This is an optimization exercise on Yosys and OpenROAD, whose aim is small area, a short achievable clock period and few clock cycles per item, not a production implementation.
At most, simulation tests tie the RTL to the original design; equivalence was not proved.

Setup of epsilon:
## cordic_sqrt_seq
module cordic_sqrt_seq (
 input         rstx,
 input         clk,
 input         start,
 input  [15:0] din,
 output        busy,
 output [15:0] dout
);
For scale: ~850 cells after synthesis, ~68 flip-flops, ~36 I/O pins, ~6900 µm² of cells after synthesis.
clock: 6.0 ns
lec_check: 0
cap_margin: 20
core_margin: 2
core_utilization: 60
setup_slack_margin: 3.0
slew_margin: 20
run.sh (not shown) runs the stock make flow with config.mk's settings and CLKGATE_MAP_FILE= SYNTH_SCRIPT=/design/flow/synth_recipe.tcl, a recipe that flattens the netlist after the stock synthesis.
epsilon reached the final stage; the timing, design-rule and antenna checks on its layout passed.
Testbench counts of epsilon, summed over its fixed seeds: cycles 144,000, items 8,000.
Edits applied to the flow inputs when going from epsilon to gamma:
# epsilon
export LEC_CHECK = 0
export CAP_MARGIN = 20
export CORE_MARGIN = 2
export CORE_UTILIZATION = 60
export SETUP_SLACK_MARGIN = 3.0
export SLEW_MARGIN = 20
create_clock -name core_clock -period 6.0 [get_ports {clk}]
# gamma
export LEC_CHECK = 0
export CAP_MARGIN = 60
export CORE_MARGIN = 2
export CORE_UTILIZATION = 40
export SETUP_SLACK_MARGIN = 2.0
export SLEW_MARGIN = 75
create_clock -name core_clock -period 6.0 [get_ports {clk}]
Findings:
Compared gamma vs epsilon, and tap cell count is up in gamma. The higher count of vias placed by the detailed router came out of epsilon. Going from epsilon to gamma, number of port buffers closely matched the old numbers, global-route usage over all layers dropped 16 points, final count of pins violating max slew stayed essentially flat, number of buffers inserted by post-CTS setup repair went down by 104. Of gamma and epsilon, the lower global-route met1 utilization belongs to gamma. Compared with epsilon, gamma shows a lower layout buffering overhead excluding clock cells. Area used by sequential logic in the layout for gamma: about 1.5% up relative to epsilon.

* * *

== old ==
Another version of the RTL of cordic_sqrt_seq (not shown whole).
Size: about 900 cells after synthesis, roughly 69 flip-flops, roughly 36 I/O pins, about 7200 µm² of cells after synthesis.
Settings: LEC_CHECK=0, CAP_MARGIN=20, CORE_MARGIN=2, CORE_UTILIZATION=40, CTS_BUF_LIST=sky130_fd_sc_hd__clkbuf_8, SETUP_SLACK_MARGIN=2.2, SLEW_MARGIN=20; clock period 6.0 ns.
standard.sh (not shown) runs the stock make flow with config.mk's settings and CLKGATE_MAP_FILE= SYNTH_SCRIPT=/design/flow/synth_recipe.tcl, a recipe that flattens the netlist after the stock synthesis.
==> flow/flow/run.sh <==
#!/bin/bash
# Standard layout, with the port buffers made of buf_1 cells instead of the default.
set -euo pipefail
bash standard.sh "BUFFER_PORTS_ARGS=-buffer_cell sky130_fd_sc_hd__buf_1" finish > standard_flow.log 2>&1
> inputs changed (old -> new)
# old
export LEC_CHECK = 0
export CAP_MARGIN = 20
export CORE_MARGIN = 2
export CORE_UTILIZATION = 40
export CTS_BUF_LIST = sky130_fd_sc_hd__clkbuf_8
export SETUP_SLACK_MARGIN = 2.2
export SLEW_MARGIN = 20
create_clock -name core_clock -period 6.0 [get_ports {clk}]
# new
export LEC_CHECK = 0
export CAP_MARGIN = 20
export CORE_MARGIN = 2
export CORE_UTILIZATION = 40
export SETUP_SLACK_MARGIN = 2.3
export SLEW_MARGIN = 20
create_clock -name core_clock -period 6.0 [get_ports {clk}]
==> flow/run.sh (new file) <==
#!/bin/bash
# synth_recipe.tcl (not shown) runs the flow's synth.tcl, then flattens the netlist and writes it again
# the make line also repeats each setting of config.mk as NAME=value (left out here)
make -C /OpenROAD-flow-scripts/flow DESIGN_CONFIG=/design/flow/config.mk WORK_HOME=/design/flow/orfs CLKGATE_MAP_FILE= SYNTH_SCRIPT=/design/flow/synth_recipe.tcl finish
removed: flow/flow/run.sh
removed: flow/standard.sh
## What came out
Run comparison: new worst setup path endpoint Y[20]$_DFFE_PP_; old worst setup path endpoint Y[19]$_DFFE_PP_
Compared to old, new shows a narrower setup margin.
Compared with old, new instantiates a larger number of standard cells.
On sequential share of layout area: between old and new, it ends up higher for old.
In summary, new completed successfully, with a layout that passed the timing, design-rule and antenna checks.
old finished all stages; the layout is clean.
Slowest cell on the critical path = sky130_fd_sc_hd__dfxtp_2: old; slowest cell on the critical path = sky130_fd_sc_hd__or4_4: new
Function was not checked in any run of this note: the RTL went through the layout flow alone.

* * *

## oak
Another version of the RTL of cordic_sqrt_seq (not shown whole).
==> flow/config.mk <==
export PLATFORM = sky130hd
export DESIGN_NAME = cordic_sqrt_seq
export DESIGN_NICKNAME = cordic_sqrt_seq
export VERILOG_FILES = /design/flow/design.v
export SDC_FILE = /design/flow/constraint.sdc
export NUM_CORES = 4
export LEC_CHECK = 0
export CAP_MARGIN = 20
export CORE_MARGIN = 2
export CORE_UTILIZATION = 40
export CTS_BUF_LIST = sky130_fd_sc_hd__clkbuf_8
export GPL_ROUTABILITY_DRIVEN = 0
export SETUP_SLACK_MARGIN = 2.2
export SLEW_MARGIN = 20
==> flow/constraint.sdc <==
create_clock -name core_clock -period 6.0 [get_ports {clk}]
set_input_delay 1.2000 -clock core_clock [delete_from_list [all_inputs] [get_ports {clk}]]
set_output_delay 1.2000 -clock core_clock [all_outputs]
set_load 0.01 [all_outputs]
==> flow/flow/run.sh <==
#!/bin/bash
# Standard layout, with the port buffers made of buf_1 cells instead of the default.
set -euo pipefail
bash standard.sh "BUFFER_PORTS_ARGS=-buffer_cell sky130_fd_sc_hd__buf_1" finish > standard_flow.log 2>&1
Testbench counts of oak, summed over its fixed seeds: cycles 144,000, items 8,000.
Setup changes, oak to pine
# oak
export LEC_CHECK = 0
export CAP_MARGIN = 20
export CORE_MARGIN = 2
export CORE_UTILIZATION = 40
export CTS_BUF_LIST = sky130_fd_sc_hd__clkbuf_8
export GPL_ROUTABILITY_DRIVEN = 0
export SETUP_SLACK_MARGIN = 2.2
export SLEW_MARGIN = 20
create_clock -name core_clock -period 6.0 [get_ports {clk}]
# pine
export LEC_CHECK = 0
export CAP_MARGIN = 20
export CORE_MARGIN = 2
export CORE_UTILIZATION = 40
export SETUP_SLACK_MARGIN = 2.9
export SLEW_MARGIN = 20
create_clock -name core_clock -period 6.0 [get_ports {clk}]
==> flow/run.sh (new file) <==
#!/bin/bash
# synth_recipe.tcl (not shown) runs the flow's synth.tcl, then flattens the netlist and writes it again
# the make line also repeats each setting of config.mk as NAME=value (left out here)
make -C /OpenROAD-flow-scripts/flow DESIGN_CONFIG=/design/flow/config.mk WORK_HOME=/design/flow/orfs CLKGATE_MAP_FILE= SYNTH_SCRIPT=/design/flow/synth_recipe.tcl finish
removed: flow/flow/run.sh
removed: flow/standard.sh
## What came out
Re inverter count: no difference whatsoever between oak and pine.
Against oak, pine comes in 8.5 points higher on fraction of the core area covered by cells at the end of the flow.
Compared with oak, in pine fraction of area in multi-input gates -5.1 points, cell count +7.7%.
| total via count in the routed design | pine vs oak | worse |
The higher time the worst path needs with I/O delays and setup of oak and pine is in oak.
[compare] base=oak new=pine: minimum setup slack among reg-to-reg paths has increased, worst hold slack saw an increase.
Edits applied to the flow inputs when going from pine to birch:
# pine
export LEC_CHECK = 0
export CAP_MARGIN = 20
export CORE_MARGIN = 2
export CORE_UTILIZATION = 40
export SETUP_SLACK_MARGIN = 2.9
export SLEW_MARGIN = 20
create_clock -name core_clock -period 6.0 [get_ports {clk}]
# birch
export LEC_CHECK = 0
export CAP_MARGIN = 20
export CORE_MARGIN = 2
export CORE_UTILIZATION = 40
export CTS_BUF_LIST = sky130_fd_sc_hd__clkbuf_8
export SETUP_SLACK_MARGIN = 2.3
export SLEW_MARGIN = 20
create_clock -name core_clock -period 6.0 [get_ports {clk}]
==> flow/flow/run.sh (new file) <==
#!/bin/bash
# Standard layout, with the port buffers made of buf_1 cells instead of the
# default, and timing repair without gate cloning.
set -euo pipefail
bash standard.sh "BUFFER_PORTS_ARGS=-buffer_cell sky130_fd_sc_hd__buf_1" "SKIP_GATE_CLONING=1" finish > standard_flow.log 2>&1
==> flow/standard.sh (new file) <==
#!/bin/bash
# synth_recipe.tcl (not shown) runs the flow's synth.tcl, then flattens the netlist and writes it again
# the make line also repeats each setting of config.mk as NAME=value (left out here)
make -C /OpenROAD-flow-scripts/flow DESIGN_CONFIG=/design/flow/config.mk WORK_HOME=/design/flow/orfs CLKGATE_MAP_FILE= SYNTH_SCRIPT=/design/flow/synth_recipe.tcl "${@:-finish}"
removed: flow/run.sh
[summary]
birch vs pine: wire length per cell down in birch
Wire length of the first global-routing pass: birch vs pine down about 14%
Compared to pine, the router laid down less metal wire for birch.
Looking at worst hold slack across all endpoints, birch sits 7.8 ps below pine.
Per the comparison of birch with pine, worst setup slack shows a reduction of 45 ps, worst-case setup slack after placement saw an increase, number of buffers outside the clock class in the layout moved down.

* * *

Setup of v25:
The RTL this note starts from:
==> flow/design.v <==
module mult(
 clk,
 rstx,
 mcand_is_signed,
 mlier_is_signed,
 start,
 mcand,
 mlier,
 prod,
 busy
);
parameter BW_CNT = 3,    
          BW_MCAND = 3,
          BW_MLIER = 4;
input                          clk;
input                          rstx;
input                          mcand_is_signed;
input                          mlier_is_signed;
input                          start;
input           [BW_MCAND-1:0] mcand;
input           [BW_MLIER-1:0] mlier;
output [BW_MCAND+BW_MLIER-1:0] prod;
output                         busy;
reg [BW_CNT-1:0] cnt;
wire cnt_eq_0 = (cnt == {BW_CNT{1'b0}});
always @(posedge clk or negedge rstx)
  if (~rstx)         cnt <= {BW_CNT{1'b0}};
  else if (start)    cnt <= BW_MLIER;
  else if (cnt_eq_0) cnt <= {BW_CNT{1'b0}};
  else               cnt <= cnt - {{(BW_CNT-1){1'b0}}, 1'd1};
wire cnt_eq_1 = (cnt == {{(BW_CNT-1){1'b0}}, 1'd1});
assign busy = ~cnt_eq_0;
wire last_stage_1 = cnt_eq_1 & mlier_is_signed;
reg [BW_MCAND+BW_MLIER-1:0] prod;
wire [BW_MCAND-1:0] prod1 = (prod[0] ? mcand : {BW_MCAND{1'b0}});
wire [BW_MCAND:0] sum = {   cnt_eq_1
                          ? mcand_is_signed | mlier_is_signed
                          : 1'b0
                        , prod[BW_MCAND+BW_MLIER-1:BW_MLIER] }
                      + { 1'b0
                        ,   {BW_MCAND{last_stage_1}}
                          ^ { prod1[BW_MCAND-1] ^ mcand_is_signed
                            , prod1[BW_MCAND-2:0] } }
                      + {{BW_MCAND{1'b0}}, last_stage_1};
always @(posedge clk or negedge rstx)
  if (~rstx)          prod <= {(BW_MCAND+BW_MLIER){1'b0}};
  else if (start)     prod <= {mcand_is_signed, {(BW_MCAND-1){1'b0}}, mlier};
  else if (~cnt_eq_0) prod <= {sum, prod[BW_MLIER-1:1]};
endmodule
module cordic_sqrt_seq (
 input         rstx,
 input         clk,
 input         start,
 input  [15:0] din,
 output        busy,
 output [15:0] dout
);
reg  [4:0] cnt;
wire [4:0] ncnt = start ? 5'd1 :
                  ((cnt == 5'd17) || (cnt == 5'd0)) ? 5'd0 : cnt + 5'd1;
always @(posedge clk or negedge rstx)
  if (!rstx) cnt <= 5'd0;
  else       cnt <= ncnt;
assign busy = (cnt != 5'd0);
reg [7:0] selx_n;   
reg [7:0] sely_n;   
reg       mm_n;     
reg       cord_n;   
reg       yx_n;     
always @(*) begin
  sely_n = 8'b00000001;
  case (ncnt)
  5'd1: sely_n = 8'b00000001;
  5'd2: sely_n = 8'b00000010;
  5'd3: sely_n = 8'b00000100;
  5'd4: sely_n = 8'b00001000;
  5'd5: sely_n = 8'b00001000;
  5'd6: sely_n = 8'b00010000;
  5'd7: sely_n = 8'b00100000;
  5'd8: sely_n = 8'b01000000;
  5'd9: sely_n = 8'b10000000;
  default: sely_n = 8'b00000001;
  endcase
  mm_n = 1'b0;
  case (ncnt)
  5'd10: begin selx_n = 8'b00000001; mm_n = 1'b0; end
  5'd11: begin selx_n = 8'b00000100; mm_n = 1'b1; end
  5'd12: begin selx_n = 8'b00001000; mm_n = 1'b1; end
  5'd13: begin selx_n = 8'b00000100; mm_n = 1'b0; end
  5'd14: begin selx_n = 8'b00000010; mm_n = 1'b0; end
  5'd15: begin selx_n = 8'b00000010; mm_n = 1'b1; end
  5'd16: begin selx_n = 8'b00000010; mm_n = 1'b1; end
  5'd17: begin selx_n = 8'b00000010; mm_n = 1'b0; end
  default: selx_n = sely_n;
  endcase
  cord_n = (ncnt != 5'd0) && (ncnt <= 5'd9);
  yx_n   = (ncnt >= 5'd9);
end
reg [7:0] selx, sely;
reg       cord, yx, rnd;
always @(posedge clk) begin
  selx <= selx_n;
  sely <= sely_n;
  cord <= cord_n;
  yx   <= yx_n;
  rnd  <= (ncnt == 5'd11);
end
reg  [20:0] X;
reg  [20:0] Y;
wire [28:0] yext = {{8{Y[20]}}, Y};
wire [28:0] xext = {8'd0, X};
reg  [20:0] ysh, xsh;
integer i, k;
always @(*) begin
  for (i = 0; i < 21; i = i + 1) begin
    ysh[i] = 1'b0;
    xsh[i] = 1'b0;
    for (k = 0; k < 8; k = k + 1) begin
      ysh[i] = ysh[i] | (selx[k] & yext[i + k + 1]);
      xsh[i] = xsh[i] | (sely[k] & xext[i + k + 1]);
    end
  end
  ysh[18] = ysh[18] | rnd;
end
reg         mx, cx, my;
wire [20:0] xsum, ysum;
pfx_add #(.W(21)) u_xadd (.a(X), .b(ysh ^ {21{mx}}), .ci(cx), .s(xsum));
pfx_add #(.W(21)) u_yadd (.a(Y), .b(xsh ^ {21{my}}), .ci(my), .s(ysum));
wire [20:0] x0 = {{1'b0, din} + 17'h02000, 4'd0};
wire [20:0] y0 = {{1'b0, din} - 17'h02000, 4'd0};
wire        ny_pos = start ? ~y0[20] : busy ? ~(yx ? xsum[20] : ysum[20]) : ~Y[20];
always @(posedge clk) begin
  mx <= cord_n ? ny_pos : mm_n;
  cx <= cord_n & ny_pos;
  my <= ny_pos;
end
always @(posedge clk)
  if (start) begin
    X <= x0;
    Y <= y0;
  end else if (busy) begin
    if (cord) X <= xsum;
    Y <= yx ? xsum : ysum;
  end
assign dout = Y[19:4];
endmodule
module pfx_add #(parameter W = 21) (
 input  [W-1:0] a,
 input  [W-1:0] b,
 input          ci,
 output [W-1:0] s
);
wire [W-1:0] p0 = a ^ b;
reg  [W:0]   g, p, gn, pn;
integer i, d, j;
always @(*) begin
  g = {a & b, ci};
  p = {p0, 1'b0};
  for (d = 1; d < W + 1; d = d * 2) begin
    gn = g;
    pn = p;
    for (i = 0; i < W + 1; i = i + 1) begin
      if ((i / d) % 2 == 1) begin
        j = (i / d) * d - 1;
        gn[i] = g[i] | (p[i] & g[j]);
        pn[i] = p[i] & p[j];
      end
    end
    g = gn;
    p = pn;
  end
end
assign s = p0 ^ g[W-1:0];
endmodule
export LEC_CHECK = 0
export CAP_MARGIN = 20
export CORE_MARGIN = 2
export CORE_UTILIZATION = 40
export CTS_BUF_LIST = sky130_fd_sc_hd__clkbuf_8
export SETUP_SLACK_MARGIN = 2.5
export SLEW_MARGIN = 20
create_clock -name core_clock -period 6.0 [get_ports {clk}]
==> flow/flow/run.sh <==
#!/bin/bash
# Standard layout, with the port buffers made of buf_1 cells instead of the default.
set -euo pipefail
bash standard.sh "BUFFER_PORTS_ARGS=-buffer_cell sky130_fd_sc_hd__buf_1" finish > standard_flow.log 2>&1
v25 went all the way through synthesis, placement and routing and the layout is clean on timing, DRC and antenna.
Testbench counts of v25, summed over its fixed seeds: cycles 144,000, items 8,000.
> inputs changed (v25 -> v34)
Settings: changing SETUP_SLACK_MARGIN from 2.5 to 2.3.
v34 finished end to end and its layout was clean on timing, DRC and antenna.
Compared with v25, the router placed fewer vias in v34.
v34 against v25: area added between synthesis and finish -6.0 points; post-layout minimum cycle time +0.066 ns.
Final cell area: v34 below v25
Diff v25 -> v34: number of DRC violations after detailed-routing iteration 0 fell by 19%; peak per-stage delay on the critical path decreased by 0.03 ns relative to the old numbers; detailed-routed wire length on met2 went down about 0.4%; final cell count fell 25.
Against v25, v34 reports a number of fill cells that is higher.
Setup slack in v34 is smaller than in v25.
Inputs modified between v34 and v23:
Settings: a change of SETUP_SLACK_MARGIN from 2.3 to 2.0.
Results
v23 went all the way through the flow, and no timing, DRC or antenna check failed.
Row share of cells above drive strength 1: v23 lower / v34 higher
Non-clock buffer count: lower on v23
v23 vs. v34: wire length of the first global-routing pass went down by 2.2%.
Delta (v23 minus v34): final period demand of the worst path went up, arrival time reported for the critical path endpoint moved up.
### v23 -> v27
Settings: changing SETUP_SLACK_MARGIN from 2.0 to 2.2.
Lower end-of-flow core utilization among v27 and v23: v23. v27 and v23 ended up with nearly the same area used by sequential logic in the layout. Changes observed in v27 relative to v23: total of clock buffers placed in the layout stayed essentially flat; maximum frequency climbed about 7%. v27 vs v23: transition time at the pin with the least slew margin down. Number of hold-slack violations in the final timing report: v27 vs v23 identical. Via count up 59 in v27 wrt v23. Looking at critical path's slowest cell, the sky130_fd_sc_hd__dfxtp_1 result is from v23; the sky130_fd_sc_hd__edfxtp_1 one comes from v27. Higher final cycle utilization of the critical path among v27 and v23: v23. For the wire length, v27 came in 330 um higher than v23 did. v27: layout overhead on the synthesized area higher than v23.

[what the ideal ports hide]
The results above use ideal ports. As a check the final layouts listed here were re-extracted and re-timed, cells and wires unchanged.
Step 1 assumes that a clkbuf_16 drives the clock port and a buf_2 every other input.
Step 2, shift: input delay + t, output delay - t, t = (earliest + latest rising clock arrival at the registers) / 2. This alone moves slack from input paths to output paths.
Three values: no drivers, after step 1, after step 2; two values: the first two.
| run | shift t [ns] | slack for setup (ns) | slew at the worst register clock pin (ns) |
|---|---|---|---|
| epsilon | 0.380 | 2.266 / 2.266 / 2.266 | 0.06 / 0.06 |
| gamma | 0.390 | 2.205 / 2.161 / 2.229 | 0.06 / 0.06 |
| old | 0.427 | 2.255 / 2.255 / 2.162 | 0.09 / 0.09 |
| new | 0.398 | 2.246 / 2.246 / 2.086 | 0.07 / 0.07 |
| oak | 0.403 | 2.329 / 2.329 / 2.229 | 0.09 / 0.09 |
| pine | 0.376 | 2.420 / 2.420 / 2.420 | 0.06 / 0.06 |
| birch | 0.409 | 2.375 / 2.375 / 2.314 | 0.08 / 0.08 |
| v25 | 0.409 | 2.432 / 2.432 / 2.374 | 0.09 / 0.09 |
| v34 | 0.418 | 2.367 / 2.367 / 2.367 | 0.09 / 0.09 |
| v23 | 0.413 | 2.130 / 2.130 / 2.130 | 0.09 / 0.09 |
| v27 | 0.413 | 2.391 / 2.391 / 2.391 | 0.09 / 0.09 |
After both steps every run listed still meets setup and hold. For new, which loses most, drivers alone change the setup slack by 0.000 ns; drivers and shift together by -0.160 ns.
